From an optimization exercise on the open Yosys and OpenROAD flow, aimed at small area and a short achievable clock period; shortcuts taken in it are not production practice.
RTL that was checked went through simulation tests only; none was proved equivalent to the original.
Power figures rest on the tool's default switching activity, not on a simulated workload.

==> job 6501 <==
==> flow/design.v (excerpt) <==
module systolic_array#(
    parameter NUM_ROW = 8,
    parameter NUM_COL = 8,
    parameter IN_WORD_SIZE = 8,
    parameter OUT_WORD_SIZE = 24
)(
    clk,
    rst,
    top_inputs,
    left_inputs,
    compute_done,
    cycles_count,
    pe_register_vals
);
==> module cpa_mac, before the edit <==
module cpa_mac (input [23:0] x, input [15:0] z, output [23:0] y);
  wire g0 = x[0] & z[0];
  wire p0 = x[0] ^ z[0];
  wire g1 = x[1] & z[1];
  wire p1 = x[1] ^ z[1];
  wire g2 = x[2] & z[2];
  wire p2 = x[2] ^ z[2];
  wire g3 = x[3] & z[3];
  wire p3 = x[3] ^ z[3];
  wire g4 = x[4] & z[4];
  wire p4 = x[4] ^ z[4];
  wire g5 = x[5] & z[5];
  wire p5 = x[5] ^ z[5];
  wire g6 = x[6] & z[6];
  wire p6 = x[6] ^ z[6];
  wire g7 = x[7] & z[7];
  wire p7 = x[7] ^ z[7];
  wire g8 = x[8] & z[8];
  wire p8 = x[8] ^ z[8];
  wire g9 = x[9] & z[9];
  wire p9 = x[9] ^ z[9];
  wire g10 = x[10] & z[10];
  wire p10 = x[10] ^ z[10];
  wire g11 = x[11] & z[11];
  wire p11 = x[11] ^ z[11];
  wire g12 = x[12] & z[12];
  wire p12 = x[12] ^ z[12];
  wire g13 = x[13] & z[13];
  wire p13 = x[13] ^ z[13];
  wire g14 = x[14] & z[14];
  wire p14 = x[14] ^ z[14];
  wire g15 = x[15] & z[15];
  wire p15 = x[15] ^ z[15];
  wire G0 = g1 | (p1 & g0);
  wire G1 = g3 | (p3 & g2);
  wire P1 = p3 & p2;
  wire G2 = g5 | (p5 & g4);
  wire P2 = p5 & p4;
  wire G3 = g7 | (p7 & g6);
  wire P3 = p7 & p6;
  wire G4 = g9 | (p9 & g8);
  wire P4 = p9 & p8;
  wire G5 = g11 | (p11 & g10);
  wire P5 = p11 & p10;
  wire G6 = g13 | (p13 & g12);
  wire P6 = p13 & p12;
  wire G7 = g15 | (p15 & g14);
  wire P7 = p15 & p14;
  wire G8 = G1 | (P1 & G0);
  wire G9 = G3 | (P3 & G2);
  wire P9 = P3 & P2;
  wire G10 = G5 | (P5 & G4);
  wire P10 = P5 & P4;
  wire G11 = G7 | (P7 & G6);
  wire P11 = P7 & P6;
  wire G12 = G9 | (P9 & G8);
  wire G13 = G11 | (P11 & G10);
  wire P13 = P11 & P10;
  wire G14 = G13 | (P13 & G12);
  wire G15 = G10 | (P10 & G12);
  wire G16 = G2 | (P2 & G8);
  wire G17 = G4 | (P4 & G12);
  wire G18 = G6 | (P6 & G15);
  wire G19 = g2 | (p2 & G0);
  wire G20 = g4 | (p4 & G8);
  wire G21 = g6 | (p6 & G16);
  wire G22 = g8 | (p8 & G12);
  wire G23 = g10 | (p10 & G17);
  wire G24 = g12 | (p12 & G15);
  wire G25 = g14 | (p14 & G18);
  assign y[0] = p0;
  assign y[1] = p1 ^ g0;
  assign y[2] = p2 ^ G0;
  assign y[3] = p3 ^ G19;
  assign y[4] = p4 ^ G8;
  assign y[5] = p5 ^ G20;
  assign y[6] = p6 ^ G16;
  assign y[7] = p7 ^ G21;
  assign y[8] = p8 ^ G12;
  assign y[9] = p9 ^ G22;
  assign y[10] = p10 ^ G17;
  assign y[11] = p11 ^ G23;
  assign y[12] = p12 ^ G15;
  assign y[13] = p13 ^ G24;
  assign y[14] = p14 ^ G18;
  assign y[15] = p15 ^ G25;
  assign y[23:16] = {x[23], x[22], x[21], x[20], x[19], x[18], x[17], x[16]} + G14;
endmodule
export LEC_CHECK = 0
export CAP_MARGIN = 20
export CORE_MARGIN = 2
export CORE_UTILIZATION = 55
export CTS_BUF_LIST = sky130_fd_sc_hd__clkbuf_8
export SETUP_SLACK_MARGIN = 2.5
export SLEW_MARGIN = 20
export SYNTH_HIERARCHICAL = 1
export SYNTH_MINIMUM_KEEP_SIZE = 0
create_clock -name core_clock -period 7.0 [get_ports {clk}]
standard.sh (not shown) runs the stock make flow with config.mk's settings and CLKGATE_MAP_FILE= SYNTH_SCRIPT=/design/flow/synth_recipe.tcl, a recipe that flattens the netlist after the stock synthesis.
==> flow/flow/run.sh <==
#!/bin/bash
set -euo pipefail
export BUFFER_PORTS_ARGS="-inputs -outputs -buffer_cell sky130_fd_sc_hd__buf_1"
bash standard.sh > make.log 2>&1
==> inputs of job 7606, as changes to job 6501 <==
--- a/flow/design.v
+++ b/flow/design.v
@@ -286,3 +286,5 @@
   assign y[15] = p15 ^ G25;
-  assign y[23:16] = {x[23], x[22], x[21], x[20], x[19], x[18], x[17], x[16]} + G14;
+  wire [7:0] xh = {x[23], x[22], x[21], x[20], x[19], x[18], x[17], x[16]};
+  wire [7:0] xh1 = xh + 1'b1;
+  assign y[23:16] = G14 ? xh1 : xh;
 endmodule
Settings changed: CORE_UTILIZATION 55 to 65, PLACE_DENSITY set to 0.7, SETUP_SLACK_MARGIN 2.5 to 2.7, TNS_END_PERCENT set to 0.
==> inputs of job 3635, as changes to job 6501 <==
--- a/flow/design.v
+++ b/flow/design.v
@@ -286,3 +286,5 @@
   assign y[15] = p15 ^ G25;
-  assign y[23:16] = {x[23], x[22], x[21], x[20], x[19], x[18], x[17], x[16]} + G14;
+  wire [7:0] xh = {x[23], x[22], x[21], x[20], x[19], x[18], x[17], x[16]};
+  wire [7:0] xh1 = xh + 1'b1;
+  assign y[23:16] = G14 ? xh1 : xh;
 endmodule
Settings changed: CTS_BUF_LIST sky130_fd_sc_hd__clkbuf_8 to unset.
==> inputs of job 4302, as changes to job 6501 <==
==> flow/run.sh (new file) <==
#!/bin/bash
# synth_recipe.tcl (not shown) runs the flow's synth.tcl, then flattens the netlist and writes it again
# the make line also repeats each setting of config.mk as NAME=value (left out here)
make -C /OpenROAD-flow-scripts/flow DESIGN_CONFIG=/design/flow/config.mk WORK_HOME=/design/flow/orfs CLKGATE_MAP_FILE= SYNTH_SCRIPT=/design/flow/synth_recipe.tcl finish
Settings changed: CTS_BUF_LIST sky130_fd_sc_hd__clkbuf_8 to unset.
removed: flow/flow/run.sh
removed: flow/standard.sh
==> impl_metrics.tcl <==
set metrics [dict create \
    fmax_ghz 0.220 \
    final_cell_mix "3,990 x and2_1, 3,267 x fa_1, 1,747 x dfrtp_1" \
    holdPathEnd "tcol[7].st[2].q[1]" \
    nonClkBufAreaFrac 0.0835 \
    run_status "complete, no violations" \
    cts_setup_buffers 349 \
    cts_resized 1070 \
    fin_crit_ns 4.55 \
    fin_area_sq_mm 0.261 \
    dieHeight_um 627 \
]
the above is filed under job 4302

==> impl_metrics.tcl <==
set metrics [dict create \
    fin_crit_ns 4.47 \
    fin_area_sq_mm 0.247 \
    holdPathEnd "tcol[5].st[4].q[4]" \
    run_status "complete, no violations" \
    nonClkBufAreaFrac 0.0387 \
    cts_resized 365 \
    dieHeight_um 631 \
    fmax_ghz 0.224 \
]
the above is filed under job 3635

==> impl_metrics.tcl <==
set metrics [dict create \
    fin_crit_ns 4.51 \
    cts_setup_buffers 353 \
    nonClkBufAreaFrac 0.0461 \
    holdPathEnd "lrow[6].st[1].q[2]" \
    fmax_ghz 0.222 \
    final_cell_mix "3,982 x and2_1, 3,239 x fa_1, 1,750 x dfrtp_1" \
    run_status "complete, no violations" \
    cts_resized 1022 \
]
the above is filed under job 6501

==> impl_metrics.tcl <==
set metrics [dict create \
    cts_setup_buffers 132 \
    fin_area_sq_mm 0.245 \
    dieHeight_um 581 \
    fmax_ghz 0.225 \
    holdPathEnd "lrow[2].st[1].q[5]" \
    run_status "complete, no violations" \
    final_cell_mix "4,096 x and2_1, 3,568 x fa_1, 1,838 x dfrtp_1" \
    cts_resized 661 \
]
the above is filed under job 7606

The RTL of job 6501 and job 4302 was laid out without a check of its function.

========
==> run a: inputs <==
Another version of the RTL of systolic_array (not shown whole).
==> module cpa_mac, before the edit <==
module cpa_mac (input [23:0] x, input [15:0] z, output [23:0] y);
  wire g0 = x[0] & z[0];
  wire p0 = x[0] ^ z[0];
  wire g1 = x[1] & z[1];
  wire p1 = x[1] ^ z[1];
  wire g2 = x[2] & z[2];
  wire p2 = x[2] ^ z[2];
  wire g3 = x[3] & z[3];
  wire p3 = x[3] ^ z[3];
  wire g4 = x[4] & z[4];
  wire p4 = x[4] ^ z[4];
  wire g5 = x[5] & z[5];
  wire p5 = x[5] ^ z[5];
  wire g6 = x[6] & z[6];
  wire p6 = x[6] ^ z[6];
  wire g7 = x[7] & z[7];
  wire p7 = x[7] ^ z[7];
  wire g8 = x[8] & z[8];
  wire p8 = x[8] ^ z[8];
  wire g9 = x[9] & z[9];
  wire p9 = x[9] ^ z[9];
  wire g10 = x[10] & z[10];
  wire p10 = x[10] ^ z[10];
  wire g11 = x[11] & z[11];
  wire p11 = x[11] ^ z[11];
  wire g12 = x[12] & z[12];
  wire p12 = x[12] ^ z[12];
  wire g13 = x[13] & z[13];
  wire p13 = x[13] ^ z[13];
  wire g14 = x[14] & z[14];
  wire p14 = x[14] ^ z[14];
  wire g15 = x[15] & z[15];
  wire p15 = x[15] ^ z[15];
  wire G0 = g1 | (p1 & g0);
  wire G1 = g3 | (p3 & g2);
  wire P1 = p3 & p2;
  wire G2 = g5 | (p5 & g4);
  wire P2 = p5 & p4;
  wire G3 = g7 | (p7 & g6);
  wire P3 = p7 & p6;
  wire G4 = g9 | (p9 & g8);
  wire P4 = p9 & p8;
  wire G5 = g11 | (p11 & g10);
  wire P5 = p11 & p10;
  wire G6 = g13 | (p13 & g12);
  wire P6 = p13 & p12;
  wire G7 = g15 | (p15 & g14);
  wire P7 = p15 & p14;
  wire G8 = G1 | (P1 & G0);
  wire G9 = G3 | (P3 & G2);
  wire P9 = P3 & P2;
  wire G10 = G5 | (P5 & G4);
  wire P10 = P5 & P4;
  wire G11 = G7 | (P7 & G6);
  wire P11 = P7 & P6;
  wire G12 = G9 | (P9 & G8);
  wire G13 = G11 | (P11 & G10);
  wire P13 = P11 & P10;
  wire G14 = G13 | (P13 & G12);
  wire G15 = G10 | (P10 & G12);
  wire G16 = G2 | (P2 & G8);
  wire G17 = G4 | (P4 & G12);
  wire G18 = G6 | (P6 & G15);
  wire G19 = g2 | (p2 & G0);
  wire G20 = g4 | (p4 & G8);
  wire G21 = g6 | (p6 & G16);
  wire G22 = g8 | (p8 & G12);
  wire G23 = g10 | (p10 & G17);
  wire G24 = g12 | (p12 & G15);
  wire G25 = g14 | (p14 & G18);
  assign y[0] = p0;
  assign y[1] = p1 ^ g0;
  assign y[2] = p2 ^ G0;
  assign y[3] = p3 ^ G19;
  assign y[4] = p4 ^ G8;
  assign y[5] = p5 ^ G20;
  assign y[6] = p6 ^ G16;
  assign y[7] = p7 ^ G21;
  assign y[8] = p8 ^ G12;
  assign y[9] = p9 ^ G22;
  assign y[10] = p10 ^ G17;
  assign y[11] = p11 ^ G23;
  assign y[12] = p12 ^ G15;
  assign y[13] = p13 ^ G24;
  assign y[14] = p14 ^ G18;
  assign y[15] = p15 ^ G25;
  wire [7:0] xh = {x[23], x[22], x[21], x[20], x[19], x[18], x[17], x[16]};
  wire [7:0] xh1 = xh + 1'b1;
  assign y[23:16] = G14 ? xh1 : xh;
endmodule
==> flow/config.mk <==
export PLATFORM = sky130hd
export DESIGN_NAME = systolic_array
export DESIGN_NICKNAME = systolic_array
export VERILOG_FILES = /design/flow/design.v
export SDC_FILE = /design/flow/constraint.sdc
export NUM_CORES = 4
export LEC_CHECK = 0
export CAP_MARGIN = 20
export CORE_MARGIN = 2
export CORE_UTILIZATION = 65
export CTS_CLUSTER_DIAMETER = 120
export CTS_CLUSTER_SIZE = 20
export PLACE_DENSITY = 0.7
export SETUP_SLACK_MARGIN = 2.7
export SLEW_MARGIN = 20
export SYNTH_HIERARCHICAL = 1
export SYNTH_MINIMUM_KEEP_SIZE = 0
export TNS_END_PERCENT = 0
==> flow/constraint.sdc <==
create_clock -name core_clock -period 7.0 [get_ports {clk}]
set_input_delay 1.4000 -clock core_clock [delete_from_list [all_inputs] [get_ports {clk}]]
set_output_delay 1.4000 -clock core_clock [all_outputs]
set_load 0.01 [all_outputs]
==> flow/flow/run.sh <==
#!/bin/bash
set -euo pipefail
export BUFFER_PORTS_ARGS="-inputs -outputs -buffer_cell sky130_fd_sc_hd__buf_1"
bash standard.sh > make.log 2>&1
==> inputs of run b, as changes to run a <==
--- a/flow/design.v
+++ b/flow/design.v
@@ -6,4 +6,14 @@
   assign co = (a & b) | (a & c) | (b & c);
 endmodule
+module hadd_n (input a, input b, output s, output co);
+  xnor_g xs (.a(a), .b(b), .y(s));
+  or_g   xc (.a(a), .b(b), .y(co));
+endmodule
+module xnor_g (input a, input b, output y);
+  assign y = ~(a ^ b);
+endmodule
+module or_g (input a, input b, output y);
+  assign y = a | b;
+endmodule
 module hadd (input a, input b, output s, output co);
   assign s  = a ^ b;
@@ -275,7 +285,5 @@
   assign y[14] = p14 ^ G18;
   assign y[15] = p15 ^ G25;
-  wire [7:0] xh = {x[23], x[22], x[21], x[20], x[19], x[18], x[17], x[16]};
-  wire [7:0] xh1 = xh + 1'b1;
-  assign y[23:16] = G14 ? xh1 : xh;
+  assign y[23:16] = {x[23], x[22], x[21], x[20], x[19], x[18], x[17], x[16]} + G14;
 endmodule
 `timescale 1ns/100ps
- CORE_UTILIZATION: 65 -> 55
- CTS_CLUSTER_DIAMETER: 120 -> unset
- CTS_CLUSTER_SIZE: 20 -> unset
- PLACE_DENSITY: 0.7 -> unset
- SETUP_SLACK_MARGIN: 2.7 -> 2.5
- TNS_END_PERCENT: 0 -> unset
==> summary.txt <==
- Cell area: run b is higher than run a (5.6%).
- Count of clock-buffer cells in the layout: run a is lower than run b (176).
- Between run b and run a, the lower setup slack is in run b (gap 85 ps).
- Between run b and run a, the lower clock power is in run a (gap 76%, measured against run a).
- In run a the non-clock buffer count is lower than in run b, by 318.
- Against run a, the synthesized cell count of run b is smaller by 2.3%.
- Cell count: run a is lower than run b (about 4.3%).
The RTL of run b was laid out without a check of its function.

afterwards: timing with drivers on the ports:
How much do the figures lean on ideal ports? The routed layouts below were timed once more, with nothing changed but the port constraints. Step 1: set_driving_cell puts a clkbuf_16 on clk and a buf_2 on each other input, an assumption about the parent block. Step 2 also shifts input and output timing later by t, the mid clock arrival at the registers, as if the neighbouring blocks saw the same clock. Three values: ideal, step 1, step 2; two values: the first two.
run | shift t [ns] | setup WS [ns] | slew at the worst register clock pin (ns)
job 6501 | 1.300 | 2.485 / 2.485 / 1.423 | 0.07 / 0.07
job 7606 | 1.293 | 2.561 / 2.561 / 1.393 | 0.07 / 0.07
job 3635 | 1.058 | 2.535 / 2.572 / 1.514 | 0.07 / 0.07
job 4302 | 1.059 | 2.446 / 2.446 / 1.554 | 0.07 / 0.07
run a | 1.056 | 2.556 / 2.556 / 1.590 | 0.10 / 0.10
run b | 1.070 | 2.471 / 2.471 / 1.458 | 0.07 / 0.07
After both steps setup and hold are still met in every run listed. For job 7606, which loses most, drivers alone change the setup slack by 0.000 ns; drivers and shift together by -1.168 ns.
